This design comes from an exercise in tuning for small area, a short achievable clock period and few clock cycles per item on the open sky130 flow, not from production work. At most, simulation tests tie the RTL to the original design; equivalence was not proved. Function not checked in runs 1 to 6: the RTL went through the layout flow alone. Power and IR drop assume default switching activity.

## config.mk

```make
export PLATFORM = sky130hd
export DESIGN_NAME = comp_mult_top
export DESIGN_NICKNAME = comp_mult_top
export VERILOG_FILES = /design/flow/design.v
export SDC_FILE = /design/flow/constraint.sdc
export NUM_CORES = 4
export LEC_CHECK = 0
export ABC_AREA = 1
export CAP_MARGIN = 20
export CORE_MARGIN = 2
export CORE_UTILIZATION = 40
export SLEW_MARGIN = 20
```

## constraint.sdc

```tcl
create_clock -name core_clock -period 10.0 [get_ports {clk}]
set_input_delay 2.0000 -clock core_clock [delete_from_list [all_inputs] [get_ports {clk}]]
set_output_delay 2.0000 -clock core_clock [all_outputs]
set_load 0.01 [all_outputs]
```

## design.v

```verilog
module comp_mult_top #(
parameter NO_MULT   = 4     ,  
parameter APB_BADDR = 0     ,  
parameter SYS_AW    = 16    ,  
parameter REG_DW    = 16       
)(
input                    clk         ,
input                    rst_n       ,
input      [ SYS_AW-1:0] apb_paddr   ,
input                    apb_psel    ,
input                    apb_penable ,
input                    apb_pwrite  ,
input      [REG_DW -1:0] apb_pwdata  ,
output                   apb_pready  ,
output reg [REG_DW -1:0] apb_prdata  ,
output reg               apb_pslverr ,
output reg               mem_ce      ,
output reg               mem_we      ,
output reg [SYS_AW -1:0] mem_addr    ,
output reg [     8 -1:0] mem_wr_data ,
input      [     8 -1:0] mem_rd_data
);
assign apb_pready = 1'b1;
wire        setup  = apb_psel & ~apb_penable;
wire [15:0] offs   = apb_paddr - APB_BADDR;
reg         wq, rq;                       
reg  [ 2:0] aq;                           
reg         okq;                          
always @(posedge clk or negedge rst_n)
if (~rst_n)                  begin wq <= 1'b0; rq <= 1'b0; end
else                         begin wq <= setup & apb_pwrite; rq <= setup & ~apb_pwrite; end
always @(posedge clk)        begin aq <= offs[2:0]; okq <= (offs[15:3] == 13'd0); end
wire a0 = okq & (aq == 3'd0);
wire a1 = okq & (aq == 3'd1);
wire a2 = okq & (aq == 3'd2);
wire a3 = okq & (aq == 3'd3);
wire a4 = okq & (aq == 3'd4);
wire a5 = okq & (aq == 3'd5);
wire a6 = okq & (aq == 3'd6);
wire wr_op1 = wq & a0;
wire wr_op2 = wq & a1;
wire wr_res = wq & a2;
wire wr_nop = wq & a3;
wire wr_cfg = wq & a4;
wire wr_sts = wq & a5;
wire rd_sts = rq & a5;
wire rd_st6 = rq & a6;
wire valid  = (wq & okq & (aq != 3'd6) & (aq != 3'd7)) | rd_sts | rd_st6;
reg  [15:0] op1_ptr, op2_ptr, res_ptr;    
reg  [15:0] no_op;
reg         cfg0, cfg1;                   
reg  [15:0] sts_stop;
reg  [ 4:0] jc;                           
reg         rv;                           
reg         cv;                           
reg         wv2;                          
reg  [15:0] cnt;                          
wire busy = rv | cv | wv2;
wire ph0 = ~jc[4] & ~jc[0];
wire ph1 =  jc[0] & ~jc[1];
wire ph2 =  jc[1] & ~jc[2];
wire ph3 =  jc[2] & ~jc[3];
wire ph4 =  jc[3] & ~jc[4];
wire ph5 =  jc[4] &  jc[0];
wire ph6 = ~jc[0] &  jc[1];
wire ph7 = ~jc[1] &  jc[2];
wire ph8 = ~jc[2] &  jc[3];
wire ph9 = ~jc[3] &  jc[4];
wire start_req = cfg0 & ~cfg1 & (no_op != 16'd0);
wire start_go  = start_req & ~busy;
wire finish    = busy & ph1 & ~rv & ~cv;
always @(posedge clk or negedge rst_n)
if (~rst_n)        apb_pslverr <= 1'b0;
else               apb_pslverr <= (wq | rq) & ~valid;
wire [15:0] addr_inc = mem_addr + 16'd1;
wire reg_op1 = ph2 | ph3;
wire reg_op2 = ph4 | ph7;
wire reg_res = ~(reg_op1 | reg_op2);
always @(posedge clk or negedge rst_n)
if (~rst_n)                  op1_ptr <= 16'd0;
else if (wr_op1)             op1_ptr <= apb_pwdata;
else if (mem_ce & reg_op1)   op1_ptr <= addr_inc;
always @(posedge clk or negedge rst_n)
if (~rst_n)                  op2_ptr <= 16'd0;
else if (wr_op2)             op2_ptr <= apb_pwdata;
else if (mem_ce & reg_op2)   op2_ptr <= addr_inc;
always @(posedge clk or negedge rst_n)
if (~rst_n)                  res_ptr <= 16'd0;
else if (wr_res)             res_ptr <= apb_pwdata;
else if (mem_ce & reg_res)   res_ptr <= addr_inc;
always @(posedge clk or negedge rst_n)
if (~rst_n)                  no_op <= 16'd0;
else if (wr_nop)             no_op <= apb_pwdata;
always @(posedge clk or negedge rst_n)
if (~rst_n)                  begin cfg0 <= 1'b0; cfg1 <= 1'b0; end
else if (start_req)          begin cfg0 <= 1'b0; cfg1 <= 1'b0; end
else if (wr_cfg)             begin cfg0 <= apb_pwdata[0]; cfg1 <= apb_pwdata[1]; end
always @(posedge clk or negedge rst_n)
if (~rst_n)                  sts_stop <= 16'd0;
else if (wr_sts)             sts_stop <= apb_pwdata;
else if (finish)             sts_stop <= 16'd1;
always @(posedge clk or negedge rst_n)
if (~rst_n)                  apb_prdata <= 16'd0;
else if (rd_sts)             apb_prdata <= sts_stop;
else if (rd_st6)             apb_prdata <= {15'd0, busy};
always @(posedge clk or negedge rst_n)
if (~rst_n)                  jc <= 5'b00000;
else if (start_go)           jc <= 5'b00011;                  
else                         jc <= {jc[3:0], ~jc[4]};
always @(posedge clk or negedge rst_n)
if (~rst_n)                  begin rv <= 1'b0; cv <= 1'b0; wv2 <= 1'b0; end
else if (start_go)           begin rv <= 1'b1; cv <= 1'b0; wv2 <= 1'b0; end
else if (finish)             wv2 <= 1'b0;
else if (ph9) begin
                             rv  <= rv & (cnt != no_op);
                             cv  <= rv;
                             wv2 <= cv;
end
always @(posedge clk)
if (start_go)                cnt <= 16'd1;
else if (ph9)                cnt <= cnt + 16'd1;
wire nx_rd = ph1 | ph2 | ph3 | ph6;                           
wire nx_wc = ph4 | ph5 | ph7 | ph8;                           
always @(posedge clk or negedge rst_n)
if (~rst_n)                  begin mem_ce <= 1'b0; mem_we <= 1'b0; end
else if (start_go)           begin mem_ce <= 1'b1; mem_we <= 1'b0; end
else begin
    mem_ce <= (nx_rd & rv) | (nx_wc & cv) | (ph9 & cv) | (ph0 & wv2);
    mem_we <= ~nx_rd;
end
always @(posedge clk)
if (start_go | ph1 )         mem_addr <= op1_ptr;
else if (ph3 | ph6)          mem_addr <= op2_ptr;
else if (ph4 | ph7)          mem_addr <= res_ptr;
else                         mem_addr <= addr_inc;
reg  [7:0] x1, y1;            
reg  [7:0] qa, qb;            
reg        nx, ox, tx;        
reg        ny, oy, ty;        
reg  [8:0] sa, ca, sb, cb;    
reg        ka, kb;            
wire step = cv & (ph0 | ph1 | ph2 | ph3);
function [10:0] row;          
    input [7:0] m;
    input       one, two, neg;
    row = (two ? {{2{m[7]}}, m, 1'b0} : (one ? {{3{m[7]}}, m} : 11'd0)) ^ {11{neg}};
endfunction
wire [10:0] ra1 = row(x1, ox, tx,  nx);
wire [10:0] ra2 = row(y1, oy, ty, ~ny);
wire [10:0] rb1 = row(x1, oy, ty,  ny);
wire [10:0] rb2 = row(y1, ox, tx,  nx);
wire [10:0] sae = {{2{sa[8]}}, sa}, cae = {{2{ca[8]}}, ca};
wire [10:0] sbe = {{2{sb[8]}}, sb}, cbe = {{2{cb[8]}}, cb};
wire [10:0] sa1 = sae ^ cae ^ ra1;
wire [10:0] ca1 = {((sae & cae) | (sae & ra1) | (cae & ra1)), nx} ;
wire [10:0] sa2 = sa1 ^ ca1 ^ ra2;
wire [10:0] ca2 = {((sa1 & ca1) | (sa1 & ra2) | (ca1 & ra2)), ~ny};
wire [ 2:0] la  = {1'b0, sa2[1:0]} + {1'b0, ca2[1:0]} + {2'b0, ka};
wire [10:0] sb1 = sbe ^ cbe ^ rb1;
wire [10:0] cb1 = {((sbe & cbe) | (sbe & rb1) | (cbe & rb1)), ny} ;
wire [10:0] sb2 = sb1 ^ cb1 ^ rb2;
wire [10:0] cb2 = {((sb1 & cb1) | (sb1 & rb2) | (cb1 & rb2)), nx};
wire [ 2:0] lb  = {1'b0, sb2[1:0]} + {1'b0, cb2[1:0]} + {2'b0, kb};
always @(posedge clk) begin
    if (ph3 & rv)            x1 <= mem_rd_data;
    if (ph4 & rv)            y1 <= mem_rd_data;
    if (ph5 & rv) begin
                             qa <= mem_rd_data;
                             nx <= mem_rd_data[1]; ox <= mem_rd_data[0]; tx <= mem_rd_data[1] & ~mem_rd_data[0];
    end else if (step) begin
                             qa <= {la[1:0], qa[7:2]};
                             nx <= qa[3]; ox <= qa[2] ^ qa[1]; tx <= (qa[3] & ~qa[2] & ~qa[1]) | (~qa[3] & qa[2] & qa[1]);
    end
    if (ph8 & rv) begin
                             qb <= mem_rd_data;
                             ny <= mem_rd_data[1]; oy <= mem_rd_data[0]; ty <= mem_rd_data[1] & ~mem_rd_data[0];
    end else if (step) begin
                             qb <= {lb[1:0], qb[7:2]};
                             ny <= qb[3]; oy <= qb[2] ^ qb[1]; ty <= (qb[3] & ~qb[2] & ~qb[1]) | (~qb[3] & qb[2] & qb[1]);
    end
    if (step)                begin sa <= sa2[10:2]; ca <= ca2[10:2]; ka <= la[2];
                                   sb <= sb2[10:2]; cb <= cb2[10:2]; kb <= lb[2]; end
    else if (ph9)            begin sa <= 9'd0; ca <= 9'd0; ka <= 1'b0;         
                                   sb <= 9'd0; cb <= 9'd0; kb <= 1'b0; end
end
wire [7:0] xr_hi = sa[7:0] + ca[7:0] + {7'd0, ka};
wire [7:0] yr_hi = sb[7:0] + cb[7:0] + {7'd0, kb};
always @(posedge clk)
if (ph4)                     mem_wr_data <= qa;                                    
else if (ph5)                mem_wr_data <= xr_hi;                                 
else if (ph7 | ph0)          mem_wr_data <= {6'd0, mem_wr_data[7], mem_wr_data[7]};  
else if (ph8)                mem_wr_data <= qb;                                    
else if (ph9)                mem_wr_data <= yr_hi;                                 
endmodule  
```

## run.sh

```bash
#!/bin/bash
# synth_recipe.tcl (not shown) runs the flow's synth.tcl, then flattens the netlist and writes it again
# the make line also repeats each setting of config.mk as NAME=value (left out here)
make -C /OpenROAD-flow-scripts/flow DESIGN_CONFIG=/design/flow/config.mk WORK_HOME=/design/flow/orfs CLKGATE_MAP_FILE= SYNTH_SCRIPT=/design/flow/synth_recipe.tcl finish
```

==> summary.txt, run 1 <==
* Max_cap viols at 0
* Top FF cell, synth: dfrtp_1
* Hold Path Class: flip-flop to flip-flop
* Leakage power at 6.59 nW
* WL final at 33.8 mm
* Max-Slew Margin vs Limit at 31.9%
* Critical Path RT at 8.00 ns
* Startpoint Class: flip-flop
* Avg Inst Size Synth at 8.72 sq um
* Die H at 181 um
* Slew Limit Fails at 0
* CP Max Fanout at 7
* Clk_skew at 0.0269 ns
* CTS Buf Count at 27
* Peak Freq at 0.271 GHz
* CP endpoint kind: primary output
* CP startpoint: mem_addr[0]
* Largest net degree at the start of global routing at 71
* Layout cells sized above 1 at 5.68%
* Area grow syn2layout at 17.4%
* Inserted Diodes at 0
* GPL Wtd Cong at 0.913
* Fillers at 2,952
* Routed length per instance at 17.5 um
* RSZ-0062 raised after global routing: false
* Post-synth EDFFs at 80
* Post-CTS setup buffers at 0
* GRT Overall Usage at 20.8%
* # DRC at 0
* Min-delay src: op1_ptr[9]
* First-pass GRT wire length at 53.9 mm
* CTS sink count at 227
* Setup violators final at 0
* Final hold viol count at 0
* Io pins at 89
* Root Driver: clkbuf_16
* Post-synth top area share at 22.3%
* Post-route ant nets at 0
* Nets at 1,618
* Synth area leaders: dfrtp_1 22%, edfxtp_1 19%, nand2_1 10%, fa_1 7.4%, inv_1 7.1%
* Worst setup margin at 6.31 ns
* DRT iter0 DRCs at 712
* CP max-delay cell: clkdlybuf4s50_1
* Initial antenna violation count at 0
* Distinct cell type count after synthesis at 49
* Critical Path AT at 1.69 ns
* Initial Util at 40.7%
* Seq cells post-synth at 227
* Post-CTS Hold Buffers at 0
* H-tree Lvls at 1
* Pwr/cell area at 150 nW/um^2
* GRT overflow at 0
* TritonRoute pass-1 iters at 5
* Clk slew on worst S/H paths at 0.06 ns
* Sequential share of the synthesized area at 47.3%
* Status: complete, no violations
* Worst-Skew Late Latency at 0.56 ns
* Syn nets at 1,537
* Reg2reg start: qb[1]
* Ys async rst share at 48.9%
* Period utilization at 36.9%
* Via count at 9,933
* CTS tree: yes
* Mapped Area at 12,500 sq um
* Resized Gates After CTS at 0
* Synthesized instance count at 1,430
* CTS Buffer Depth at 3
* Place WS at 6.54 ns
* Leading area contributor after synthesis: dfrtp_1
* Vias in the first global route at 9,866
* PortBufs at 87
* Crit path kind: flip-flop to primary output
* Cells along the critical path: clkdlybuf4s50_1
* DR vias/cell at 5.15
* Register area at 5900 sq um
* Post-DP HPWL at 24.2 mm
* Die W at 181 um
* Setup TNS at 0 ns
* CORE AREA at 30,700 sq um
* Slowest stage delay, CP at 0.61 ns
* Worst-case vdd ir drop at 0.131 mV
* Top delay family on crit path: buffers and inverters
* Die area at 32,600 sq um
* Worst-Margin Slew at 1.02 ns
* Multi-input gate area at 5460 sq um
* Tmin final at 3.69 ns
* Yosys warns at 1
* Row Count at 64
* WP buf/inv at 1
==> stage by stage <==
stage               util (%)  cell area (sq um)  total power [mW]  instances  hold slack, ns
floorplan                  -              12500              1.04       1430           0.443
global placement        44.5              13700              1.11       1878           0.459
detailed placement      44.5              13700              1.11       1878           0.465
CTS                     47.8              14700              2.21       1928           0.479
global route            47.8              14700              2.26       1928           0.498
finish                  47.8              14700              2.19       1928           0.474
==> power by group <==
| group | internal (mW) | total, mW | switching (mW) |
|---|---|---|---|
| registers | 0.971 | 0.987 | 0.0161 |
| logic | 0.0470 | 0.108 | 0.0612 |
| clock network | 0.687 | 1.10 | 0.410 |
| total | 1.70 | 2.19 | 0.487 |
==> area by class of cell <==
| class | instances | share of cell area, % |
|---|---|---|
| Clock buffer | 33 | 4.83 |
| Clock inverter | 17 | 1.90 |
| Inverter | 245 | 6.28 |
| Multi-Input combinational cell | 920 | 37.2 |
| Sequential cell | 227 | 40.3 |
| Tap cell | 396 | 3.38 |
| Timing Repair Buffer | 90 | 6.08 |
==> cell families after synthesis <==
group,count (synthesis),synth area share [%]
adders and majority gates,62,8.99
other,1,0.0301
DFF,227,47.3
and+or+nand+nor,565,19.1
AOI/OAI and AO/OA,236,11.7
buffers and inverters,283,9.02
xor gates and xnor gates,56,3.93
==> per-layer routing <==
layer | GRT usage, % | wire length [um] | part of all wire, %
met5 | 0 | 0 | 0
met4 | 7.45 | 1270 | 3.8
met3 | 3.62 | 2080 | 6.1
met2 | 34.8 | 15900 | 47
met1 | 27.2 | 14600 | 43
==> synth_stat cells, types with 5 or more instances <==
master,instances
nand2_1,343
inv_1,235
nor2_1,117
dfrtp_1,111
edfxtp_1,80
o21ai_0,67
o22ai_1,62
xor2_1,48
fa_1,46
nand3_1,46
a21oi_1,40
dfxtp_1,36
o221ai_1,31
o211ai_1,19
clkbuf_1,16
ha_1,16
nand4_1,14
buf_2,13
inv_2,10
nand2_2,8
nor3_1,8
xnor2_1,8
a31oi_1,5
buf_6,5
nor2_2,5
==> cell usage in the layout (no fill, tap or decap), types with 5 or more instances in the layout <==
master           count
nand2_1            343
inv_1              235
nor2_1             117
dfrtp_1            111
clkdlybuf4s50_1     86
edfxtp_1            80
o21ai_0             67
o22ai_1             62
xor2_1              48
nand3_1             46
fa_1                46
a21oi_1             40
dfxtp_1             36
o221ai_1            31
clkbuf_16           27
o211ai_1            19
ha_1                16
nand4_1             14
inv_2               10
nor3_1               8
nand2_2              8
xnor2_1              8
bufinv_16            7
clkinv_2             6
nor2_2               5
a31oi_1              5
clkbuf_1             5
==> registers in the layout, summed over array words and instances (netlist names), 3 cells and up <==
signal	cells
mem_addr	16
sa	8
aq	3
sb	8
cnt	16
op2_ptr	16
x1	8
no_op	16
qa	8
ca	9
qb	8
res_ptr	16
sts_stop	16
y1	8
cb	9
apb_prdata	16
mem_wr_data	8
op1_ptr	16
jc	5
==> final timing paths <==
| path | to | slack, ns | cells after the start |
|---|---|---|---|
| max in group asynchronous | mem_we | 7.24 | 2 |
| hold / removal | mem_addr[9] | 0.47 | 2 |
| min in group asynchronous | op2_ptr[9] | 1.43 | 1 |
| setup / recovery | mem_addr[0] | 6.31 | 1 |
| hold reg to reg | mem_addr[9] | 0.47 | 2 |
| setup reg to reg | qb[7] | 6.55 | 8 |
==> run 2: changes to the inputs <==
--- a/config.mk
+++ b/config.mk
@@ -7,3 +7,2 @@
 export LEC_CHECK = 0
-export ABC_AREA = 1
 export CAP_MARGIN = 20
==> run 2 against run 1 <==
  * Design area fell by 1.1%
  * Clock power fell by 9%
  * Utilization fell by 0.26 points
  * Critical path depth rose by 8
  * Synthesized cell count fell by 19%
  * Count of clock-buffer cells in the layout rose by 8
  * Sequential share of layout area rose by 0.43 points
==> summary.txt, run 2 <==
* Commonest non-fill, non-tap cell in the layout: nand2_1
* Hold depth at 1 (-1)
* TritonRoute pass-1 iters at 5 (unchanged)
* Top FF cell, synth: dfrtp_1
* Distinct cell type count after synthesis at 67 (+37%)
* Peak Freq at 0.245 GHz (-9.5%)
* Mapped Area at 12,300 sq um (-1.1%)
* Leakage power at 5.59 nW (-15%)
* Tmin final at 4.08 ns (+0.389 ns)
* Synth cell count leaders: 112 x nand2_1, 111 x dfrtp_1, 81 x o21ai_0, 80 x edfxtp_1, 77 x nor2_1
* PortBufs at 87 (unchanged)
* Crit path kind: flip-flop to flip-flop
* Max-Slew Margin vs Limit at 30.6% (-1.3 points)
* Most frequent cells in the layout: 112 x nand2_1, 111 x dfrtp_1, 86 x clkdlybuf4s50_1
* Clk slew on worst S/H paths at 0.06 ns (about the same)
* Register area at 5900 sq um (unchanged)
* Resized Gates After CTS at 0 (unchanged)
* Most common cell on crit path: fa_1
* GPL Wtd Cong at 0.856 (-6.3%)
* Worst-case vdd ir drop at 0.113 mV (-14%)
* CP max-delay cell: nor2b_1
* Critical Path AT at 4.36 ns (+2.67 ns)
* CTS Buffer Depth at 3 (unchanged)
* DRT iter0 DRCs at 655 (-8.0%)
* CTS sink count at 227 (unchanged)
* CP endpoint kind: flip-flop
* Pwr/cell area at 145 nW/um^2 (-3.1%)
* Post-DP HPWL at 22.1 mm (-8.4%)
* GR Layer Usage met1 at 27.7% (+0.54 points)
* Syn nets at 1,262 (-18%)
* Multi-input gate area at 6090 sq um (+12%)
* Hold Path Class: flip-flop to flip-flop
* Io pins at 89 (unchanged)
* Nets at 1,328 (-18%)
* Synth area leaders: dfrtp_1 23%, edfxtp_1 19%, fa_1 7.5%, dfxtp_1 5.8%, xor2_1 3.5%
* Worst Reg-to-Reg Cells at 9 (+1)
* Status: complete, no violations
* CORE AREA at 30,500 sq um (-0.52%)
* Post-CTS setup buffers at 0 (unchanged)
* Slowest stage delay, CP at 0.76 ns (+0.15 ns)
* Setup TNS at 0 ns (unchanged)
* Post-synth EDFFs at 80 (unchanged)
* Final hold viol count at 0 (unchanged)
* Place WS at 5.97 ns (-0.574 ns)
* Layout cells sized above 1 at 9.11% (+3.4 points)
* Routed length per instance at 19.6 um (+12%)
* Vias in the first global route at 8,925 (-9.5%)
* Post-route core utilization at 47.5% (-0.26 points)
* Ys async rst share at 48.9% (unchanged)
* DR vias/cell at 5.51 (+7.0%)
* H-tree Lvls at 1 (unchanged)
* Initial antenna violation count at 0 (unchanged)
* Post-CTS Hold Buffers at 0 (unchanged)
* WL final at 32.1 mm (-5.0%)
* Met2 usage at 31.8% (-3.0 points)
* Yosys warns at 1 (unchanged)
* Avg Inst Size Synth at 10.7 sq um (+23%)
* GRT Overall Usage at 19.7% (-1.1 points)
* Period utilization at 40.8% (+3.9 points)
* Inserted Diodes at 0 (unchanged)
* Synthesized instance count at 1,155 (-19%)
* Max_cap viols at 0 (unchanged)
* Seq cells post-synth at 227 (unchanged)
* Root Driver: clkbuf_16
* Post-synth top area share at 22.5% (+0.24 points)
* Die area at 32,300 sq um (-1.0%)
* Critical Path RT at 10.28 ns (+2.28 ns)
* Largest net degree at the start of global routing at 69 (-2.8%)
* Sequential share of the synthesized area at 47.8% (+0.50 points)
* Worst-Skew Late Latency at 0.54 ns (-0.02 ns)
* RSZ-0062 raised after global routing: false
* CTS Buf Count at 26 (-3.7%)
* Worst-Margin Slew at 1.04 ns (+0.0238 ns)
* # DRC at 0 (unchanged)
* Met3 usage at 2.71% (-0.90 points)
* Slew Limit Fails at 0 (unchanged)
* First-pass GRT wire length at 50.7 mm (-6.0%)
* CTS tree: yes
* Clk_skew at 0.0106 ns (-0.0163 ns)
* GR peak layer: met2
* Setup violators final at 0 (unchanged)
* CP Max Fanout at 18 (+11)
* Row Count at 64 (unchanged)
* Worst setup margin at 5.92 ns (-0.389 ns)
* Die H at 180 um (-0.52%)
* Fillers at 2,795 (-5.3%)
* Startpoint Class: flip-flop
* Post-route ant nets at 0 (unchanged)
* Die W at 180 um (-0.52%)
* Most frequent cell after synthesis: nand2_1
* Cells along the critical path: nor2b_1 > nand2_1 > xor2_1 > fa_1 > inv_1 > fa_1 > fa_1 > fa_1 > mux2_2
* Leading area contributor after synthesis: dfrtp_1
* Via count at 9,020 (-9.2%)
* Area grow syn2layout at 17.4% (about the same)
* GRT overflow at 0 (unchanged)
* Initial Util at 40.5% (-0.22 points)
## run 2: area by class of cell
type                    instances  area share (%)
inverters                      32           0.829
clock inverters                 7           0.432
well taps                     396            3.42
flip-flops and latches        227            40.7
repair buffers                101            6.72
clock buffers                  41            5.86
multi-input cells             833            42.0
## run 2: final timing paths
path,startpoint,to,slack (ns)
worst min-delay path,sts_stop[8],sts_stop[8],0.50
min in group asynchronous,rst_n,sts_stop[8],1.46
worst max register to register,ty,qb[7],5.92
worst max-delay path,ty,qb[7],5.92
max in group asynchronous,rst_n,mem_we,7.22
worst min register to register,sts_stop[8],sts_stop[8],0.50
## run 2: cells by family after synthesis
| logic type | Yosys count | synth area share [%] |
|---|---|---|
| AOI/OAI and AO/OA | 262 | 14.0 |
| DFF | 227 | 47.8 |
| buffers and inverters | 95 | 3.02 |
| other | 1 | 0.0304 |
| muxes | 69 | 5.93 |
| xor gates and xnor gates | 84 | 5.96 |
| and+or+nand+nor | 355 | 14.2 |
| adders and majority gates | 62 | 9.08 |
## run 2: critical path: cells and delay by family (launching register included)
kind / cells / cell delay, ns
muxes: 1 / 0.28
xor gates and xnor gates: 1 / 0.18
buffers and inverters: 1 / 0.05
and+or+nand+nor: 2 / 0.90
DFF: 1 / 0.61
adders and majority gates: 4 / 1.80
## run 2: per-layer routing
layer | vias up | routed length [um]
li1 | 4234 | -
met1 | 4479 | 14800
met2 | 253 | 14800
met3 | 54 | 1510
met4 | 0 | 976
met5 | - | 0
## run 2: power by group
part / switching, mW / internal [mW]
Combinational: 0.0600 / 0.0501
Clock: 0.394 / 0.606
Sequential: 0.0181 / 0.974
## run 2: metrics by stage
| step | cell area, sq um | power (mW) | std cells | hold WS [ns] |
|---|---|---|---|---|
| 2_1_floorplan | 12300 | 1.05 | 1155 | 0.446 |
| 4_1_cts | 14500 | 2.12 | 1637 | 0.500 |
| 3_5_place_dp | 13600 | 1.12 | 1589 | 0.485 |
| 3_3_place_gp | 13600 | 1.12 | 1589 | 0.477 |
| 5_1_grt | 14500 | 2.17 | 1637 | 0.509 |
| 6_report | 14500 | 2.10 | 1637 | 0.500 |
==> run 3: changes to the inputs <==
==> flow/run.sh (new file) <==
#!/bin/bash
# Standard layout, with the port buffers made of sky130_fd_sc_hd__buf_2 instead of the resizer's default choice.
set -euo pipefail
export BUFFER_PORTS_ARGS="-buffer_cell sky130_fd_sc_hd__buf_2"
bash standard.sh > standard_flow.log 2>&1
==> standard.sh (new file) <==
#!/bin/bash
# synth_recipe.tcl (not shown) runs the flow's synth.tcl, then flattens the netlist and writes it again
# the make line also repeats each setting of config.mk as NAME=value (left out here)
make -C /OpenROAD-flow-scripts/flow DESIGN_CONFIG=/design/flow/config.mk WORK_HOME=/design/flow/orfs CLKGATE_MAP_FILE= SYNTH_SCRIPT=/design/flow/synth_recipe.tcl "${@:-finish}"
--- a/config.mk
+++ b/config.mk
@@ -7,2 +7,3 @@
 export LEC_CHECK = 0
+export ABC_AREA = 1
 export CAP_MARGIN = 20
removed: run.sh
==> run 3 against run 2 <==
  * Via count grew 11%
  * Wire length grew 5.5%
  * Still clean on timing, DRC and antenna
  * Global-route usage rose by 1.5 points
  * Combinational power decreased by 18%
==> summary.txt, run 3 <==
* Status: complete, no violations
* CTS Buf Count at 26 (unchanged)
* Worst-case vdd ir drop at 0.128 mV (+14%)
* Total power at 2.08 mW (-1.1%)
* Die area at 32,600 sq um (+1.0%)
* Post-synth top area share at 22.3% (-0.24 points)
* Tmin final at 3.48 ns (-0.595 ns)
* Routed length per instance at 17.6 um (-10%)
* WHS Endpoint: mem_addr[9]
* Initial Util at 40.7% (+0.22 points)
* Met2 usage at 35.4% (+3.6 points)
* Worst setup margin at 6.52 ns (+0.595 ns)
* DRT iter0 DRCs at 759 (+16%)
* Mapped Area at 12,500 sq um (+1.1%)
* Die H at 181 um (+0.52%)
* H-tree Lvls at 1 (unchanged)
* Nets at 1,617 (+22%)
* CP Max Fanout at 18 (unchanged)
* CTS Buffer Depth at 3 (unchanged)
* Post-DP HPWL at 24.2 mm (+9.3%)
* Max_cap viols at 0 (unchanged)
* Yosys warns at 1 (unchanged)
* Row Count at 64 (unchanged)
* Startpoint Class: flip-flop
* Via count at 9,972 (+11%)
* Crit path kind: flip-flop to flip-flop
* Synth area leaders: dfrtp_1 22%, edfxtp_1 19%, nand2_1 10%, fa_1 7.4%, inv_1 7.1%
* Comb power frac at 4.3% (-0.9 points)
* Leading area contributor after synthesis: dfrtp_1
* DR vias/cell at 5.18 (-6.0%)
* Place WS at 6.53 ns (+0.566 ns)
* Most frequent cell after synthesis: nand2_1
* Most frequent cells in the layout: 343 x nand2_1, 235 x inv_1, 117 x nor2_1
* Clk slew on worst S/H paths at 0.06 ns (about the same)
* CP endpoint kind: flip-flop
* Io pins at 89 (unchanged)
* PortBufs at 87 (unchanged)
* Worst-Skew Late Latency at 0.56 ns (+0.02 ns)
* Setup violators final at 0 (unchanged)
* Min-delay src: op1_ptr[9]
* Slew Limit Fails at 0 (unchanged)
* Syn nets at 1,537 (+22%)
* Largest net degree at the start of global routing at 78 (+13%)
* Pwr/cell area at 147 nW/um^2 (+1.4%)
* Worst-Margin Slew at 1.05 ns (+0.00464 ns)
* Initial antenna violation count at 0 (unchanged)
* Die W at 181 um (+0.52%)
* # DRC at 0 (unchanged)
* CORE AREA at 30,700 sq um (+0.52%)
* Ys async rst share at 48.9% (unchanged)
* Post-CTS Hold Buffers at 0 (unchanged)
* Sequential power share at 47.4% (+0.2 points)
* Pint at 1.59 mW (-2.4%)
* DP Area at 13,200 sq um (-2.6%)
* Avg Inst Size Synth at 8.72 sq um (-18%)
* Post-route ant nets at 0 (unchanged)
* Layout cells sized above 1 at 11.1% (+2.0 points)
* Setup TNS at 0 ns (unchanged)
* Hold Path Class: flip-flop to flip-flop
* Worst reg2reg endpoint: qb[7]
* Area grow syn2layout at 13.3%
* Synth cell count leaders: 343 x nand2_1, 235 x inv_1, 117 x nor2_1, 111 x dfrtp_1, 80 x edfxtp_1
* Final hold viol count at 0 (unchanged)
* Synthesized instance count at 1,430 (+24%)
* Switching Fraction at 23.4% (+0.99 points)
* Seq cells post-synth at 227 (unchanged)
* CTS tree: yes
* First-pass GRT wire length at 54.9 mm (+8.4%)
* Root Driver: clkbuf_16
* Critical Path AT at 3.77 ns (-0.59 ns)
* Peak Freq at 0.287 GHz (+17%)
* Worst Reg-to-Reg Cells at 8 (-1)
* Psw at 487 uW (+3.3%)
* Inserted Diodes at 0 (unchanged)
* Clk_skew at 0.0286 ns (+0.0180 ns)
* Period utilization at 34.8% (-6.0 points)
* Commonest non-fill, non-tap cell in the layout: nand2_1
* WHS at 0.475 ns (-0.0253 ns)
* Hold depth at 2 (+1)
* Leakage power at 6.62 nW (+18%)
* Vias in the first global route at 9,883 (+11%)
* GRT overflow at 0 (unchanged)
* GRT Overall Usage at 21.2% (+1.5 points)
* WL final at 33.9 mm (+5.5%)
* Post-synth EDFFs at 80 (unchanged)
* Resized Gates After CTS at 0 (unchanged)
* Sequential share of the synthesized area at 47.3% (-0.50 points)
* Distinct cell type count after synthesis at 49 (-27%)
* Clock power frac at 48.2% (+0.6 points)
* CTS sink count at 227 (unchanged)
* RSZ-0062 raised after global routing: false
* Top FF cell, synth: dfrtp_1
* Max-Slew Margin vs Limit at 30.0% (-0.57 points)
* R2R setup slack at 6.52 ns (+0.60 ns)
* Post-CTS setup buffers at 0 (unchanged)
* Met3 usage at 2.99% (+0.28 points)
* Fillers at 2,978 (+6.5%)
* GR Layer Usage met1 at 28.6% (+0.86 points)
* Reg2reg start: qb[1]
* GR peak layer: met2
* GPL Wtd Cong at 0.936 (+9.4%)
* TritonRoute pass-1 iters at 5 (unchanged)
* Critical Path RT at 10.28 ns (about the same)
* Design Area, Final at 14,100 sq um (-2.5%)
## run 3: changes by cell type after synthesis, sizes merged, moves of 25 or more
cell	previous run	this run
nand2	112	354
inv	32	245
o22ai	2	62
and2	48	1
nor2	77	123
mux2i	36	0
mux2	33	0
clkbuf	48	17
a22o	30	0
nand3	21	49
o221ai	3	31
xnor2	35	8
a22oi	26	1
## run 3: power groups by stage
stage | logic (mW) | registers (mW) | clock network [mW]
final | 0.0900 | 0.986 | 1.00
after CTS | 0.0911 | 0.986 | 1.01
after global placement | 0.0902 | 1.00 | 0
after detailed placement | 0.0906 | 1.00 | 0
after global routing | 0.102 | 0.988 | 1.05
after floorplan | 0.0400 | 1.00 | 0
## run 3: area by class of cell
type	instances	area (sq um)	area share (%)
clock inverter	12	174	1.23
timing repair buffer	90	460	3.26
inverter	245	920	6.51
tap	396	495	3.51
multi-input combinational	920	5460	38.6
clock buffer	36	728	5.15
sequential	227	5900	41.7
## run 3: cells by family after synthesis
logic type | after synthesis | synth area share (%)
buf+inv | 283 | 9.02
flops | 227 | 47.3
other cells | 1 | 0.0301
compound gates | 236 | 11.7
xor+xnor | 56 | 3.93
simple gates | 565 | 19.1
fa+ha+maj | 62 | 8.99
## run 3: worst max-delay path by stage
stage                end  slack [ns]  startpoint  depth (start not counted)
3_3_place_gp   no_op[10]        6.61       rst_n                          2
4_1_cts            qb[7]        6.52       qb[1]                          8
3_5_place_dp       qb[7]        6.53       qb[1]                          8
5_1_grt            qb[7]        6.35       qb[1]                          8
2_1_floorplan      qb[7]        6.69       qb[1]                         10
6_report           qb[7]        6.52       qb[1]                          8
## run 3: per-layer routing
metal | wire length, um | share of wire (%)
met2 | 16000 | 47
met3 | 2010 | 5.9
met4 | 1070 | 3.1
met5 | 0 | 0
met1 | 14800 | 44
## run 3: critical path, cell delays in order, from the launching register on
cell and delay [ns]:
edfxtp_1 0.97, xor2_1 0.19, fa_1 0.52, inv_1 0.05, fa_1 0.45, fa_1 0.40, fa_1 0.48, nand2_1 0.07
o21ai_0 0.08
## run 3: stage by stage
step | util (%) | instances
CTS | 46.1 | 1926
finish | 46.1 | 1926
detailed placement | 43.1 | 1878
global placement | 43.1 | 1878
floorplan | - | 1430
global route | 46.1 | 1926
==> run 4: changes to the inputs <==
==> flow/run.sh (replaced) <==
#!/bin/bash
# Standard layout, with the port buffers made of sky130_fd_sc_hd__buf_2 and a larger setup repair margin.
set -euo pipefail
export BUFFER_PORTS_ARGS="-buffer_cell sky130_fd_sc_hd__buf_2"
export SETUP_SLACK_MARGIN=6.7
bash standard.sh > standard_flow.log 2>&1
==> run 4 against run 3 <==
  * Power grew 1.6%
  * Design area grew 0.58%
  * Still clean on timing, DRC and antenna
  * Clock power is essentially flat
  * Area after synthesis is the same
  * Non-clock buffer count grew 6
  * Cell count grew 0.31%
  * Wire length shrank 0.24%
  * Die area is the same
  * Via count grew 0.84%
  * Combinational power grew 3.8%
  * Largest power group unchanged
  * Critical endpoint is now mem_ce
  * Global-route usage shrank 0.24 points
==> summary.txt, run 4 <==
* TritonRoute pass-1 iters at 5 (unchanged)
* Area grow syn2layout at 14.0%
* DR vias/cell at 5.20 (+0.53%)
* Tmin final at 3.26 ns (-0.226 ns)
* CP max-delay cell: dfrtp_1
* Worst-Margin Slew at 1.04 ns (-0.00143 ns)
* Top FF cell, synth: dfrtp_1
* Reg2reg start: tx
* Synth cell count leaders: 343 x nand2_1, 235 x inv_1, 117 x nor2_1, 111 x dfrtp_1, 80 x edfxtp_1
* First-pass GRT wire length at 54.5 mm (-0.75%)
* Clk_skew at 0.0401 ns (+0.0114 ns)
* Initial antenna violation count at 0 (unchanged)
* Die W at 181 um (unchanged)
* Crit path kind: flip-flop to primary output
* Sequential share of the synthesized area at 47.3% (unchanged)
* Synth area leaders: dfrtp_1 22%, edfxtp_1 19%, nand2_1 10%, fa_1 7.4%, inv_1 7.1%
* Most frequent cells in the layout: 343 x nand2_1, 235 x inv_1, 116 x nor2_1
* Io pins at 89 (unchanged)
* Distinct cell type count after synthesis at 49 (unchanged)
* Largest net degree at the start of global routing at 67 (-14%)
* Post-synth top area share at 22.3% (unchanged)
* Syn nets at 1,537 (unchanged)
* Cells along the critical path: buf_2
* Root Driver: clkbuf_16
* Final hold viol count at 0 (unchanged)
* GPL Wtd Cong at 0.901 (-3.7%)
* Slowest stage delay, CP at 0.49 ns (-0.48 ns)
* Post-route ant nets at 0 (unchanged)
* Commonest non-fill, non-tap cell in the layout: nand2_1
* H-tree Lvls at 1 (unchanged)
* Startpoint Class: flip-flop
* Initial Util at 40.7% (unchanged)
* Worst-Skew Late Latency at 0.56 ns (about the same)
* Max_cap viols at 0 (unchanged)
* Post-DP HPWL at 24.2 mm (+0.18%)
* Synthesized instance count at 1,430 (unchanged)
* CTS sink count at 227 (unchanged)
* Nets at 1,623 (+0.37%)
* Peak Freq at 0.307 GHz (+6.9%)
* # DRC at 0 (unchanged)
* PortBufs at 87 (unchanged)
* Hold depth at 2 (unchanged)
* Leading area contributor after synthesis: dfrtp_1
* Vias in the first global route at 9,971 (+0.89%)
* Period utilization at 32.6% (-2.3 points)
* Slew Limit Fails at 0 (unchanged)
* Avg Inst Size Synth at 8.72 sq um (unchanged)
* Top delay family on crit path: flip-flops
* Worst-case vdd ir drop at 0.125 mV (-2.4%)
* Clk slew on worst S/H paths at 0.06 ns (about the same)
* Max-Slew Margin vs Limit at 30.1% (+0.096 points)
* Die area at 32,600 sq um (unchanged)
* Mapped Area at 12,500 sq um (unchanged)
* Status: complete, no violations
* Critical Path RT at 8.00 ns (-2.28 ns)
* CTS Buffer Depth at 3 (unchanged)
* Post-synth EDFFs at 80 (unchanged)
* Yosys warns at 1 (unchanged)
* Inserted Diodes at 0 (unchanged)
* RSZ-0062 raised after global routing: false
* Most frequent cell after synthesis: nand2_1
* CP Max Fanout at 6 (-12)
* CTS tree: yes
* Post-route core utilization at 46.4% (+0.27 points)
* Multi-input gate area at 5450 sq um (about the same)
* Seq cells post-synth at 227 (unchanged)
* R2R setup slack at 6.85 ns (+0.33 ns)
* CP endpoint kind: primary output
* CORE AREA at 30,700 sq um (unchanged)
* Via count at 10.1k (+0.84%)
* Leakage power at 6.67 nW (+0.75%)
* WP buf/inv at 1 (unchanged)
* Setup TNS at 0 ns (unchanged)
* GRT overflow at 0 (unchanged)
* Routed length per instance at 17.5 um (-0.55%)
* Worst Reg-to-Reg Cells at 12 (+4)
* CTS Buf Count at 26 (unchanged)
* Ys async rst share at 48.9% (unchanged)
* WL final at 33.8 mm (-0.24%)
* Hold Path Class: flip-flop to flip-flop
* Register area at 5900 sq um (about the same)
* Worst reg2reg endpoint: qa[7]
* Min-delay src: op1_ptr[2]
* Layout cells sized above 1 at 11.8% (+0.67 points)
* Row Count at 64 (unchanged)
* Critical Path AT at 1.26 ns (-2.51 ns)
* DRT iter0 DRCs at 602 (-21%)
* Setup violators final at 0 (unchanged)
* Die H at 181 um (unchanged)
* Pwr/cell area at 149 nW/um^2 (+1.0%)
* Fillers at 2,985 (+0.24%)
* WHS Endpoint: mem_addr[2]
* GRT Overall Usage at 21.0% (-0.24 points)
==> run 4: worst max-delay path by stage <==
stage / from / endpoint / slack [ns] / cells past startpoint
after floorplan: qb[1] / qb[7] / 6.77 / 10
after global routing: tx / qa[7] / 6.68 / 12
after CTS: mem_addr[0] / mem_addr[0] / 6.72 / 1
after global placement: rst_n / no_op[6] / 6.62 / 2
final: mem_ce / mem_ce / 6.74 / 1
after detailed placement: qb[1] / qb[7] / 6.55 / 8
==> run 4: area by class of cell <==
| class | count | area share [%] |
|---|---|---|
| Clock buffer | 34 | 5.21 |
| Clock inverter | 14 | 1.42 |
| Inverter | 245 | 6.47 |
| Multi-Input combinational cell | 920 | 38.4 |
| Sequential cell | 227 | 41.5 |
| Tap cell | 396 | 3.48 |
| Timing Repair Buffer | 96 | 3.56 |
==> run 4: logic make-up (layout without fill, tap and decap cells) <==
| kind of cell | count (synthesis) | after routing | synth area share, % |
|---|---|---|---|
| AOI/OAI and AO/OA | 236 | 236 | 11.7 |
| xor gates and xnor gates | 56 | 56 | 3.93 |
| adders and majority gates | 62 | 62 | 8.99 |
| buffers and inverters | 283 | 389 | 9.02 |
| DFF | 227 | 227 | 47.3 |
| other | 1 | 1 | 0.0301 |
| and+or+nand+nor | 565 | 565 | 19.1 |
==> run 4: layer usage <==
metal | GRT usage, % | vias to the layer above | routed length (um)
li1 | - | 4820 | -
met4 | 6.65 | 0 | 1110
met5 | 0 | - | 0
met2 | 35.9 | 280 | 16300
met3 | 3.01 | 62 | 1750
met1 | 27.6 | 4894 | 14600
==> run 4: power breakdown <==
| part | leakage (nW) | total [mW] | switching [mW] | internal, mW |
|---|---|---|---|---|
| clock network | 0.457 | 1.03 | 0.405 | 0.627 |
| logic | 4.12 | 0.0934 | 0.0642 | 0.0292 |
| registers | 2.09 | 0.986 | 0.0156 | 0.970 |
| total | 6.67 | 2.11 | 0.485 | 1.63 |
==> run 4: what timing repair did <==
action | in CTS | in global routing
endpoints found under the setup margin | 3 | 2
buffers inserted | 5 | 0
hold endpoints to repair | 0 | 0
resized for setup | 0 | 2
gates cloned | 0 | 0
hold buffers | 0 | 0
==> run 4: through the flow <==
step	cell area (sq um)	instances	hold slack [ns]	total power, mW	setup WS [ns]
floorplan	12500	1430	0.443	1.04	6.77
global placement	13200	1878	0.459	1.10	6.62
detailed placement	13200	1879	0.457	1.10	6.55
CTS	14200	1932	0.473	2.12	6.72
global route	14200	1932	0.496	2.17	6.68
finish	14200	1932	0.473	2.11	6.74
==> run 4: worst reg2reg max path: stages, from the launching register on <==
cell and delay [ns]:
edfxtp_1 0.43, nor2_2 0.18, nand2_1 0.09, xor2_1 0.16
fa_1 0.49, inv_1 0.05, fa_1 0.48, inv_1 0.05
fa_1 0.36, inv_1 0.07, fa_1 0.40, nand2_1 0.07
o21ai_0 0.08
==> run 5: changes to the inputs <==
--- a/flow/run.sh
+++ b/flow/run.sh
@@ -4,3 +4,3 @@
 export BUFFER_PORTS_ARGS="-buffer_cell sky130_fd_sc_hd__buf_2"
-export SETUP_SLACK_MARGIN=6.7
+export SETUP_SLACK_MARGIN=7.2
 bash standard.sh > standard_flow.log 2>&1
==> run 5 against run 4 <==
  * Still clean
  * Utilization is 1.4 points higher
  * Flip-flop and latch count is the same
  * Critical path depth did not move
  * Combinational power grew 34%
  * Setup slack better by 0.12 ns
  * Non-clock buffer count up 29
  * Via count grew 0.45%
  * Critical path type unchanged
  * Highest routed layer unchanged
==> summary.txt, run 5 <==
* Leading area contributor after synthesis: dfrtp_1
* DRT iter0 DRCs at 624 (+3.7%)
* Worst-case vdd ir drop at 0.166 mV (+32%)
* Root Driver: clkbuf_16
* Hold Path Class: flip-flop to flip-flop
* RSZ-0062 raised after global routing: true
* First-pass GRT wire length at 54.4 mm (-0.13%)
* Max-Slew Margin vs Limit at 34.4% (+4.3 points)
* Post-synth top area share at 22.3% (unchanged)
* Post-CTS Hold Buffers at 0 (unchanged)
* GRT overflow at 0 (unchanged)
* CP startpoint: mem_ce
* Nets at 1,652 (+1.8%)
* Worst setup margin at 6.86 ns (+0.120 ns)
* Cells along the critical path: buf_6
* Most frequent cell after synthesis: nand2_1
* CP endpoint kind: primary output
* Layout cells sized above 1 at 15.3% (+3.6 points)
* Routed wl met3 at 1.79 mm (+1.9%)
* # DRC at 0 (unchanged)
* TritonRoute pass-1 iters at 5 (unchanged)
* Final hold viol count at 0 (unchanged)
* Synthesized instance count at 1,430 (unchanged)
* Max_cap viols at 0 (unchanged)
* CORE AREA at 30,700 sq um (unchanged)
* R2R setup slack at 6.94 ns (+0.09 ns)
* Commonest non-fill, non-tap cell in the layout: nand2_1
* Synth cell count leaders: 343 x nand2_1, 235 x inv_1, 117 x nor2_1, 111 x dfrtp_1, 80 x edfxtp_1
* Inserted Diodes at 0 (unchanged)
* Peak Freq at 0.319 GHz (+3.8%)
* Post-route ant nets at 0 (unchanged)
* Initial Util at 40.7% (unchanged)
* Area grow syn2layout at 17.5%
* CTS Buf Count at 26 (unchanged)
* Initial antenna violation count at 0 (unchanged)
* Crit path kind: flip-flop to primary output
* Seq cells post-synth at 227 (unchanged)
* H-tree Lvls at 1 (unchanged)
* Clk_skew at 0.0210 ns (-0.0191 ns)
* Yosys warns at 1 (unchanged)
* Most frequent cells in the layout: 341 x nand2_1, 231 x inv_1, 114 x nor2_1
* CTS sink count at 227 (unchanged)
* Reg2reg start: tx
* Period utilization at 31.4% (-1.2 points)
* Startpoint Class: flip-flop
* Die H at 181 um (unchanged)
* Slowest stage delay, CP at 0.45 ns (-0.04 ns)
* WP buf/inv at 1 (unchanged)
* Pwr/cell area at 142 nW/um^2 (-4.4%)
* Vias in the first global route at 10.1k (+1.1%)
* Slew Limit Fails at 0 (unchanged)
* Sequential share of the synthesized area at 47.3% (unchanged)
* Die W at 181 um (unchanged)
* Critical Path AT at 1.14 ns (-0.12 ns)
* Syn nets at 1,537 (unchanged)
* Top delay family on crit path: flip-flops
* DP Area at 13,200 sq um (about the same)
* CP Max Fanout at 2 (-4)
* Design Area, Final at 14,700 sq um (+3.1%)
* Ys async rst share at 48.9% (unchanged)
* WL final at 33.9 mm (+0.28%)
* Synth area leaders: dfrtp_1 22%, edfxtp_1 19%, nand2_1 10%, fa_1 7.4%, inv_1 7.1%
* CTS Buffer Depth at 3 (unchanged)
* Routed length per instance at 17.3 um (-1.2%)
* Met2 wire len at 16.1 mm (-1.4%)
* Worst-Skew Late Latency at 0.56 ns (about the same)
* GPL Wtd Cong at 0.908 (+0.78%)
* Mapped Area at 12,500 sq um (unchanged)
* Avg Inst Size Synth at 8.72 sq um (unchanged)
* Via count at 10.1k (+0.45%)
* Place WS at 6.60 ns (+0.0531 ns)
* GRT Overall Usage at 20.9% (-0.060 points)
* Post-DP HPWL at 24.0 mm (-1.0%)
* PortBufs at 87 (unchanged)
* Tmin final at 3.14 ns (-0.120 ns)
* Status: complete, no violations
* Worst Reg-to-Reg Cells at 12 (unchanged)
* Highest Signal Layer: met4
* Row Count at 64 (unchanged)
* Worst-Margin Slew at 0.981 ns (-0.0640 ns)
* Setup violators final at 0 (unchanged)
* Largest net degree at the start of global routing at 65 (-3.0%)
* Die area at 32,600 sq um (unchanged)
* Critical path depth at 1 (unchanged)
* Worst reg2reg endpoint: qa[7]
* Top FF cell, synth: dfrtp_1
* Met1 wire length at 14.5 mm (-0.89%)
* CTS tree: yes
* Critical Path RT at 8.00 ns (about the same)
* DR vias/cell at 5.15 (-1.0%)
* Leakage power at 6.82 nW (+2.2%)
* Clk slew on worst S/H paths at 0.06 ns (about the same)
* CP max-delay cell: dfrtp_2
* Io pins at 89 (unchanged)
* Post-synth EDFFs at 80 (unchanged)
* End of the critical path: mem_ce
* Distinct cell type count after synthesis at 49 (unchanged)
* Setup TNS at 0 ns (unchanged)
==> run 5: layout make-up <==
| cell class | count | area [sq um] |
|---|---|---|
| Clock buffer | 30 | 676 |
| Tap cell | 396 | 495 |
| Inverter | 245 | 927 |
| Fill cell | 2978 | 16000 |
| Multi-Input combinational cell | 920 | 5520 |
| Sequential cell | 227 | 5940 |
| Clock inverter | 18 | 195 |
| Timing Repair Buffer | 125 | 902 |
==> run 5: per-layer routing <==
metal	GRT usage, %	vias up
li1	-	4877
met4	8.32	0
met3	2.91	80
met2	35.4	337
met1	27.2	4807
met5	0	-
==> run 5: what timing repair did <==
item / in CTS / in global routing
pin swaps: 6 / 6
cloned: 0 / 1
hold endpoints to repair: 0 / 0
endpoints found under the setup margin: 75 / 59
setup buffers: 24 / 10
gates resized for setup: 56 / 16
==> run 5: power breakdown <==
part	switching (mW)	internal, mW	leakage (nW)
clock	0.409	0.565	0.424
sequential	0.0109	0.973	2.10
combinational	0.0723	0.0526	4.29
==> run 5: cell families after synthesis <==
logic type	after synthesis	synth area share (%)
adder cells (fa/ha/maj)	62	8.99
AND/OR/NAND/NOR	565	19.1
flip-flops	227	47.3
other	1	0.0301
AO/OA/AOI/OAI	236	11.7
buffers and inverters	283	9.02
XOR/XNOR	56	3.93
==> run 5: worst min path at each step <==
stage	from	to	slack, ns	cells past startpoint
final	op1_ptr[7]	mem_addr[7]	0.47	2
after global routing	op1_ptr[1]	mem_addr[1]	0.50	2
after CTS	op1_ptr[7]	mem_addr[7]	0.47	2
after detailed placement	op1_ptr[10]	mem_addr[10]	0.46	2
after global placement	op1_ptr[1]	mem_addr[1]	0.45	2
after floorplan	op1_ptr[2]	mem_addr[2]	0.44	2
==> run 5: metrics by stage <==
stage | util [%] | instances | hold WS (ns) | power (mW)
3_3_place_gp | 43.1 | 1878 | 0.450 | 1.10
3_5_place_dp | 43.1 | 1878 | 0.456 | 1.10
5_1_grt | 47.8 | 1961 | 0.503 | 2.15
4_1_cts | 47.2 | 1950 | 0.473 | 2.09
6_report | 47.8 | 1961 | 0.469 | 2.08
2_1_floorplan | - | 1430 | 0.443 | 1.04
==> run 6: changes to the inputs <==
==> flow/run.sh (replaced) <==
#!/bin/bash
# Standard layout, with the port buffers made of sky130_fd_sc_hd__buf_4 instead of the resizer's default choice.
set -euo pipefail
export BUFFER_PORTS_ARGS="-buffer_cell sky130_fd_sc_hd__buf_4"
bash standard.sh > standard_flow.log 2>&1
==> run 6 against run 5 <==
  * Utilization is 1.2 points lower
  * Highest routed layer unchanged
  * Flip-flop and latch count unchanged
  * Still clean
  * Via count is 2.0% lower
  * Setup slack got worse by 0.34 ns
  * Register-to-register slack got worse by 0.41 ns
  * Worst hold slack got worse by 0.0092 ns
==> summary.txt, run 6 <==
* Status: complete, no violations
* DR vias/cell at 5.15 (-0.11%)
* Largest net degree at the start of global routing at 75 (+15%)
* Top FF cell, synth: dfrtp_1
* Yosys warns at 1 (unchanged)
* R2R setup slack at 6.53 ns (-0.41 ns)
* Avg Inst Size Synth at 8.72 sq um (unchanged)
* Nets at 1,616 (-2.2%)
* Fillers at 2,933 (-1.5%)
* Max_cap viols at 0 (unchanged)
* Leading area contributor after synthesis: dfrtp_1
* Tmin final at 3.47 ns (+0.336 ns)
* Area grow syn2layout at 14.5%
* Synthesized instance count at 1,430 (unchanged)
* Post-CTS setup buffers at 0 (-100%)
* Distinct cell type count after synthesis at 49 (unchanged)
* Setup violators final at 0 (unchanged)
* Switching Fraction at 23.4% (-0.27 points)
* Synth area leaders: dfrtp_1 22%, edfxtp_1 19%, nand2_1 10%, fa_1 7.4%, inv_1 7.1%
* DRT iter0 DRCs at 833 (+33%)
* Psw at 473 uW (-3.9%)
* Final hold viol count at 0 (unchanged)
* CTS sink count at 227 (unchanged)
* Period utilization at 34.7% (+3.4 points)
* Initial antenna violation count at 0 (unchanged)
* Vias in the first global route at 9,780 (-3.0%)
* CP max-delay cell: edfxtp_1
* Resized Gates After CTS at 0 (-100%)
* Worst reg2reg endpoint: qb[7]
* Cells along the critical path: xor2_1 > fa_1 > inv_1 > fa_1 > fa_1 > fa_1 > nand2_1 > o21ai_0
* Most frequent cell after synthesis: nand2_1
* WHS Endpoint: mem_addr[0]
* Root Driver: clkbuf_16
* H-tree Lvls at 1 (unchanged)
* Worst-case vdd ir drop at 0.114 mV (-31%)
* GRT Overall Usage at 20.8% (-0.16 points)
* Initial Util at 40.7% (unchanged)
* Worst-Margin Slew at 0.968 ns (-0.0125 ns)
* Critical Path AT at 3.75 ns (+2.61 ns)
* Seq cells post-synth at 227 (unchanged)
* Startpoint Class: flip-flop
* Inserted Diodes at 0 (unchanged)
* Clk_skew at 0.0264 ns (+0.00546 ns)
* CTS tree: yes
* Setup TNS at 0 ns (unchanged)
* Crit path kind: flip-flop to flip-flop
* CTS Buffer Depth at 3 (unchanged)
* Total power at 2.02 mW (-2.8%)
* Place WS at 6.56 ns (-0.0468 ns)
* Die area at 32,600 sq um (unchanged)
* Commonest non-fill, non-tap cell in the layout: nand2_1
* Routed length per instance at 17.5 um (+1.4%)
* PortBufs at 87 (unchanged)
* GRT overflow at 0 (unchanged)
* WL final at 33.7 mm (-0.50%)
* Reg2reg start: qb[1]
* Most common cell on crit path: fa_1
* Clock power frac at 46.3% (-0.5 points)
* Sequential power share at 48.7% (+1.5 points)
* Sequential share of the synthesized area at 47.3% (unchanged)
* Pwr/cell area at 142 nW/um^2 (-0.20%)
* CP endpoint kind: flip-flop
* CORE AREA at 30,700 sq um (unchanged)
* GPL Wtd Cong at 0.921 (+1.4%)
* Row Count at 64 (unchanged)
* CTS Buf Count at 25 (-3.8%)
* Worst Reg-to-Reg Cells at 8 (-4)
* Min-delay src: op1_ptr[0]
* CP Max Fanout at 18 (+16)
* Slew Limit Fails at 0 (unchanged)
* RSZ-0062 raised after global routing: false
* Worst setup margin at 6.53 ns (-0.336 ns)
* Clk slew on worst S/H paths at 0.06 ns (about the same)
* Max-Slew Margin vs Limit at 35.2% (+0.84 points)
* Post-CTS Hold Buffers at 0 (unchanged)
* Via count at 9,900 (-2.0%)
* Most frequent cells in the layout: 343 x nand2_1, 235 x inv_1, 116 x nor2_1
* Post-synth EDFFs at 80 (unchanged)
* Ys async rst share at 48.9% (unchanged)
* Mapped Area at 12,500 sq um (unchanged)
* Synth cell count leaders: 343 x nand2_1, 235 x inv_1, 117 x nor2_1, 111 x dfrtp_1, 80 x edfxtp_1
* First-pass GRT wire length at 53.5 mm (-1.7%)
* Post-synth top area share at 22.3% (unchanged)
* Comb power frac at 5.0% (-1.0 points)
* Worst-Skew Late Latency at 0.55 ns (about the same)
* Post-DP HPWL at 24.3 mm (+1.5%)
* Leakage power at 6.63 nW (-2.8%)
* Slowest stage delay, CP at 0.97 ns (+0.52 ns)
* Io pins at 89 (unchanged)
* Syn nets at 1,537 (unchanged)
* TritonRoute pass-1 iters at 5 (unchanged)
* Pint at 1.55 mW (-2.4%)
* Peak Freq at 0.288 GHz (-9.7%)
* Post-route ant nets at 0 (unchanged)
* Die H at 181 um (unchanged)
* Hold depth at 2 (unchanged)
* Layout cells sized above 1 at 11.1% (-4.3 points)
* Die W at 181 um (unchanged)
* Hold Path Class: flip-flop to flip-flop
* WHS at 0.460 ns (-0.00925 ns)
* Critical Path RT at 10.28 ns (+2.28 ns)
* # DRC at 0 (unchanged)
==> run 6: metal layers <==
| metal | share of wire (%) | global-route usage (%) | vias up |
|---|---|---|---|
| met1 | 43 | 27.6 | 4722 |
| met5 | 0 | 0 | - |
| met2 | 47 | 34.6 | 308 |
| met3 | 5.6 | 2.99 | 65 |
| li1 | - | - | 4805 |
| met4 | 3.9 | 7.61 | 0 |
==> run 6: worst max-delay path, delay by kind of cell (launching register included) <==
family                     cells  cell delay (ns)
xor gates and xnor gates       1             0.18
and+or+nand+nor                1             0.07
adders and majority gates      4             1.87
buffers and inverters          1             0.04
DFF                            1             0.97
AOI/OAI and AO/OA              1             0.08
==> run 6: per-stage QoR <==
step           util, %  instances  cell area (sq um)
2_1_floorplan        -       1430              12500
3_3_place_gp      43.8       1878              13400
3_5_place_dp      43.8       1878              13400
4_1_cts           46.5       1924              14300
5_1_grt           46.6       1924              14300
6_report          46.6       1924              14300
==> run 6: cell type report <==
type / count / area, sq um / share of cell area, %
Sequential cell: 227 / 5900 / 41.3
Multi-Input combinational cell: 920 / 5460 / 38.2
Inverter: 245 / 920 / 6.44
Clock buffer: 39 / 748 / 5.24
Timing Repair Buffer: 90 / 676 / 4.73
Tap cell: 396 / 495 / 3.47
Clock inverter: 7 / 80.1 / 0.561
==> run 6: how the worst max path moves through the flow <==
stage | endpoint | slack (ns) | from
finish | qb[7] | 6.53 | qb[1]
global route | qb[7] | 6.35 | qb[1]
CTS | qb[7] | 6.53 | qb[1]
detailed placement | qb[7] | 6.56 | qb[1]
global placement | mem_we | 6.61 | rst_n
floorplan | qb[7] | 6.69 | qb[1]
==> run 6: cell families after synthesis <==
group / after synthesis / share of synthesized area (%)
flip-flops: 227 / 47.3
other: 1 / 0.0301
buffers and inverters: 283 / 9.02
XOR/XNOR: 56 / 3.93
AND/OR/NAND/NOR: 565 / 19.1
adder cells (fa/ha/maj): 62 / 8.99
AO/OA/AOI/OAI: 236 / 11.7
==> run 6: power groups by stage <==
stage | logic [mW] | clock network [mW] | registers [mW]
floorplan | 0.0400 | 0 | 1.00
global placement | 0.102 | 0 | 1.00
detailed placement | 0.103 | 0 | 1.00
finish | 0.101 | 0.937 | 0.986
CTS | 0.103 | 0.955 | 0.985
global route | 0.112 | 0.989 | 0.987
==> run 7: changes to the inputs <==
--- a/design.v
+++ b/design.v
@@ -101,6 +101,4 @@
 else if (finish)             sts_stop <= 16'd1;
-always @(posedge clk or negedge rst_n)
-if (~rst_n)                  apb_prdata <= 16'd0;
-else if (rd_sts)             apb_prdata <= sts_stop;
-else if (rd_st6)             apb_prdata <= {15'd0, busy};
+always @(posedge clk)
+apb_prdata <= ({16{rd_sts}} & sts_stop) | {15'd0, rd_st6 & busy};
 always @(posedge clk or negedge rst_n)
@@ -190,5 +188,6 @@
 else if (ph5)                mem_wr_data <= xr_hi;                                 
-else if (ph7 | ph0)          mem_wr_data <= {6'd0, mem_wr_data[7], mem_wr_data[7]};  
+else if (ph7)                mem_wr_data <= {6'd0, xr_hi[7], xr_hi[7]};            
 else if (ph8)                mem_wr_data <= qb;                                    
 else if (ph9)                mem_wr_data <= yr_hi;                                 
+else                         mem_wr_data <= {6'd0, mem_wr_data[7], mem_wr_data[7]};  
 endmodule  
==> flow/run.sh (replaced) <==
#!/bin/bash
# Standard layout, with the port buffers made of sky130_fd_sc_hd__buf_2 and a larger setup repair margin.
set -euo pipefail
export BUFFER_PORTS_ARGS="-buffer_cell sky130_fd_sc_hd__buf_2"
export SETUP_SLACK_MARGIN=7.2
bash standard.sh > standard_flow.log 2>&1
==> run 7 against run 6 <==
  * Critical path depth decreased by 7
  * Sequential share of layout area is 1.6 points lower
  * Global-route usage down 0.25 points
  * Critical path type is now flip-flop to primary output
  * Sequential power down 3.4%
  * Cell count rose by 0.62%
  * Largest power group is now the clock network
  * First-iteration DRC count up 23%
  * Still clean on timing, DRC and antenna
  * Design area up 2.2%
  * Utilization is 1.4 points higher
  * Via count about the same
  * Clock skew shrank 0.0057 ns
  * Count of clock-buffer cells in the layout decreased by 1
==> summary.txt, run 7 <==
* Commonest non-fill, non-tap cell in the layout: nand2_1
* Post-synthesis adder-cell area fraction at 9.10% (+0.12 points)
* Max-Slew Margin vs Limit at 42.5% (+7.3 points)
* Place WS at 6.25 ns (-0.302 ns)
* Top delay family on crit path: flip-flops
* Period utilization at 31.3% (-3.5 points)
* Post-synthesis mux area share at 0% (unchanged)
* Vias in the first global route at 9,586 (-2.0%)
* Initial Util at 40.5% (-0.21 points)
* Slew Limit Fails at 0 (unchanged)
* Sequential share of the synthesized area at 46.6% (-0.68 points)
* Leakage power at 6.82 nW (+3.0%)
* Syn nets at 1,511 (-1.7%)
* RSZ-0062 raised after global routing: true
* CTS Buffer Depth at 3 (unchanged)
* Post-route ant nets at 0 (unchanged)
* Die W at 179 um (-0.63%)
* GRT overflow at 0 (unchanged)
* Largest family of logic cells by synthesized area: simple AND/OR/NAND/NOR gates
* Die H at 179 um (-0.63%)
* Pint at 1.55 mW (+0.20%)
* Cells along the critical path: buf_6
* PortBufs at 87 (unchanged)
* Pwr/cell area at 136 nW/um^2 (-4.0%)
* Worst-case vdd ir drop at 0.121 mV (+5.5%)
* First-pass GRT wire length at 53.3 mm (-0.31%)
* WP buf/inv at 1 (unchanged)
* Psw at 432 uW (-8.6%)
* Avg Inst Size Synth at 8.77 sq um (+0.53%)
* Layout cells sized above 1 at 17.7% (+6.6 points)
* Post-DP HPWL at 23.3 mm (-4.2%)
* Setup TNS at 0 ns (unchanged)
* Most frequent cells in the layout: 323 x nand2_1, 215 x inv_1, 122 x nor2_1
* CP Max Fanout at 2 (-16)
* Row Count at 64 (unchanged)
* Clk slew on worst S/H paths at 0.06 ns (about the same)
* Hold Path Class: flip-flop to flip-flop
* Comb power frac at 1.6% (-3.4 points)
* CP max-delay cell: dfrtp_2
* Tmin final at 3.13 ns (-0.349 ns)
* Final hold viol count at 0 (unchanged)
* Setup violators final at 0 (unchanged)
* Yosys warns at 1 (unchanged)
* Worst-Margin Slew at 0.860 ns (-0.108 ns)
* H-tree Lvls at 1 (unchanged)
* Most frequent cell after synthesis: nand2_1
* Switching Fraction at 21.8% (-1.6 points)
* Status: complete, no violations
* Root Driver: clkbuf_16
* Leading area contributor after synthesis: dfrtp_1
* Compound-Gate Fraction of Synth Area at 10.8% (-0.87 points)
* Distinct cell type count after synthesis at 48 (-2.0%)
* Io pins at 89 (unchanged)
* CP endpoint kind: primary output
* CTS tree: yes
* Top FF cell, synth: dfrtp_1
* Max_cap viols at 0 (unchanged)
* Seq cells post-synth at 227 (unchanged)
* CORE AREA at 30,400 sq um (-0.78%)
* Die area at 32,200 sq um (-1.3%)
* Crit path kind: flip-flop to primary output
* Routed length per instance at 17.1 um (-2.7%)
* Synthesized instance count at 1,404 (-1.8%)
* Synth area leaders: dfrtp_1 19%, edfxtp_1 18%, nand2_1 9.9%, dfxtp_1 9.8%, fa_1 7.5%
* CTS sink count at 227 (unchanged)
* Simple-Gate Fraction of Synth Area at 20.0% (+0.88 points)
* Nets at 1,626 (+0.62%)
* Area grow syn2layout at 18.5%
* # DRC at 0 (unchanged)
* Post-synth EDFFs at 72 (-10%)
* WL final at 33.0 mm (-2.1%)
* CTS Buf Count at 27 (+8.0%)
* GRT Overall Usage at 20.5% (-0.25 points)
* TritonRoute pass-1 iters at 6 (+1)
* Startpoint Class: flip-flop
* GPL Wtd Cong at 0.906 (-1.5%)
* Initial antenna violation count at 0 (unchanged)
* Largest net degree at the start of global routing at 61 (-19%)
* Inserted Diodes at 0 (unchanged)
* DR vias/cell at 5.12 (-0.55%)
* Synth cell count leaders: 326 x nand2_1, 221 x inv_1, 124 x nor2_1, 95 x dfrtp_1, 72 x edfxtp_1
* Xor and xnor fraction of the mapped netlist area at 4.55% (+0.62 points)
* Slowest stage delay, CP at 0.44 ns (-0.53 ns)
* Critical Path AT at 1.13 ns (-2.62 ns)
* Mapped Area at 12,300 sq um (-1.3%)
* Peak Freq at 0.320 GHz (+11%)
* Critical Path RT at 8.00 ns (-2.28 ns)
* Ys async rst share at 41.9% (-7.0 points)
* Clock power frac at 50.4% (+4.1 points)
* DRT iter0 DRCs at 1,028 (+23%)
* Worst-Skew Late Latency at 0.55 ns (about the same)
* Sequential power share at 47.9% (-0.8 points)
* Post-synth top area share at 19.3% (-3.0 points)
* Worst setup margin at 6.87 ns (+0.349 ns)
* Via count at 9,907 (+0.071%)
* Clk_skew at 0.0208 ns (-0.00567 ns)
==> run 7: cell types whose count changed in the layout (fill, tap and decap cells not counted), moves of 7 or more <==
cell      change
nand2_1      -20
dfxtp_4       +7
edfxtp_1      -8
buf_6        +33
dfxtp_2      +24
nor2_4        +7
buf_2        +54
o22ai_1      -17
inv_1        -20
buf_4        -54
dfrtp_1      -17
xnor2_1       +9
dfxtp_1       -7
==> run 7: layout make-up <==
cell class | instances | area, sq um
fill | 2881 | 15800
tap | 396 | 495
clock buffer | 38 | 777
inverter | 235 | 898
sequential | 227 | 5800
multi-input combinational | 904 | 5570
timing repair buffer | 124 | 927
clock inverter | 12 | 131
==> run 7: repair_timing <==
item	CTS	global route
pin swaps	10	9
setup buffers	27	6
resized for setup	61	24
endpoints found under the setup margin	73	47
hold buffers	0	0
==> run 7: path summary, 6_finish.rpt <==
kind,startpoint,to,slack (ns),cells after the start
max in group asynchronous,rst_n,res_ptr[14],7.43,2
min in group asynchronous,rst_n,no_op[10],1.40,1
worst max-delay path,mem_ce,mem_ce,6.87,1
worst min register to register,op1_ptr[10],mem_addr[10],0.48,2
worst max register to register,tx,qa[7],6.97,11
worst min-delay path,op1_ptr[10],mem_addr[10],0.48,2
==> run 7: kinds of logic (layout without fill, tap and decap cells) <==
| group | count (synthesis) | count (layout) |
|---|---|---|
| AO/OA/AOI/OAI | 211 | 211 |
| XOR/XNOR | 64 | 64 |
| adder cells (fa/ha/maj) | 62 | 62 |
| buffers and inverters | 273 | 409 |
| flip-flops | 227 | 227 |
| other | 1 | 1 |
| AND/OR/NAND/NOR | 566 | 566 |
==> run 7: routing by layer <==
layer / global-route usage (%) / part of all wire [%]
met1: 31.3 / 48
met4: 4.68 / 1.8
met2: 31.5 / 44
met3: 2.19 / 6.3
met5: 0 / 0
==> run 7: metrics by stage <==
step	hold WS [ns]	instances	instance area, sq um	util [%]	power (mW)
3_3_place_gp	0.460	1852	13100	43.1	1.00
5_1_grt	0.486	1936	14600	48.0	2.04
4_1_cts	0.476	1929	14400	47.4	2.00
2_1_floorplan	0.419	1404	12400	-	0.979
3_5_place_dp	0.457	1852	13100	43.1	1.01
6_report	0.483	1936	14600	48.0	1.99
==> run 7: power groups by stage <==
| stage | logic (mW) | clock network, mW | registers (mW) |
|---|---|---|---|
| 6_report | 0.0324 | 1.00 | 0.952 |
| 5_1_grt | 0.0356 | 1.06 | 0.952 |
| 4_1_cts | 0.0329 | 1.02 | 0.953 |
| 3_5_place_dp | 0.0324 | 0 | 0.973 |
| 3_3_place_gp | 0.0322 | 0 | 0.973 |
| 2_1_floorplan | 0.00654 | 0 | 0.973 |
Testbench counts of run 7, summed over its fixed seeds: cycles 14,058, items 1,337.

## re-timing with driven ports
In the flow no input, the clock included, has a driving cell. The finished layouts below were timed again as built, in two steps. Step 1, drivers: a clkbuf_16 drives clk and a buf_2 each remaining input, both assumed. Step 2 also shifts input and output timing later by t, the mid clock arrival at the registers, as if the neighbouring blocks saw the same clock. Slacks: ideal / step 1 / step 2; pairs: ideal / step 1.
run	shift t [ns]	slack for setup (ns)
run 1	0.593	6.309 / 6.260 / 6.553
run 2	0.581	5.921 / 5.921 / 5.921
run 3	0.603	6.516 / 6.516 / 6.516
run 4	0.594	6.742 / 6.690 / 6.701
run 5	0.601	6.861 / 6.809 / 6.933
run 6	0.595	6.525 / 6.525 / 6.525
run 7	0.595	6.874 / 6.821 / 6.853
After both steps setup and hold are still met in every run listed. Setup slack includes reset recovery checks.
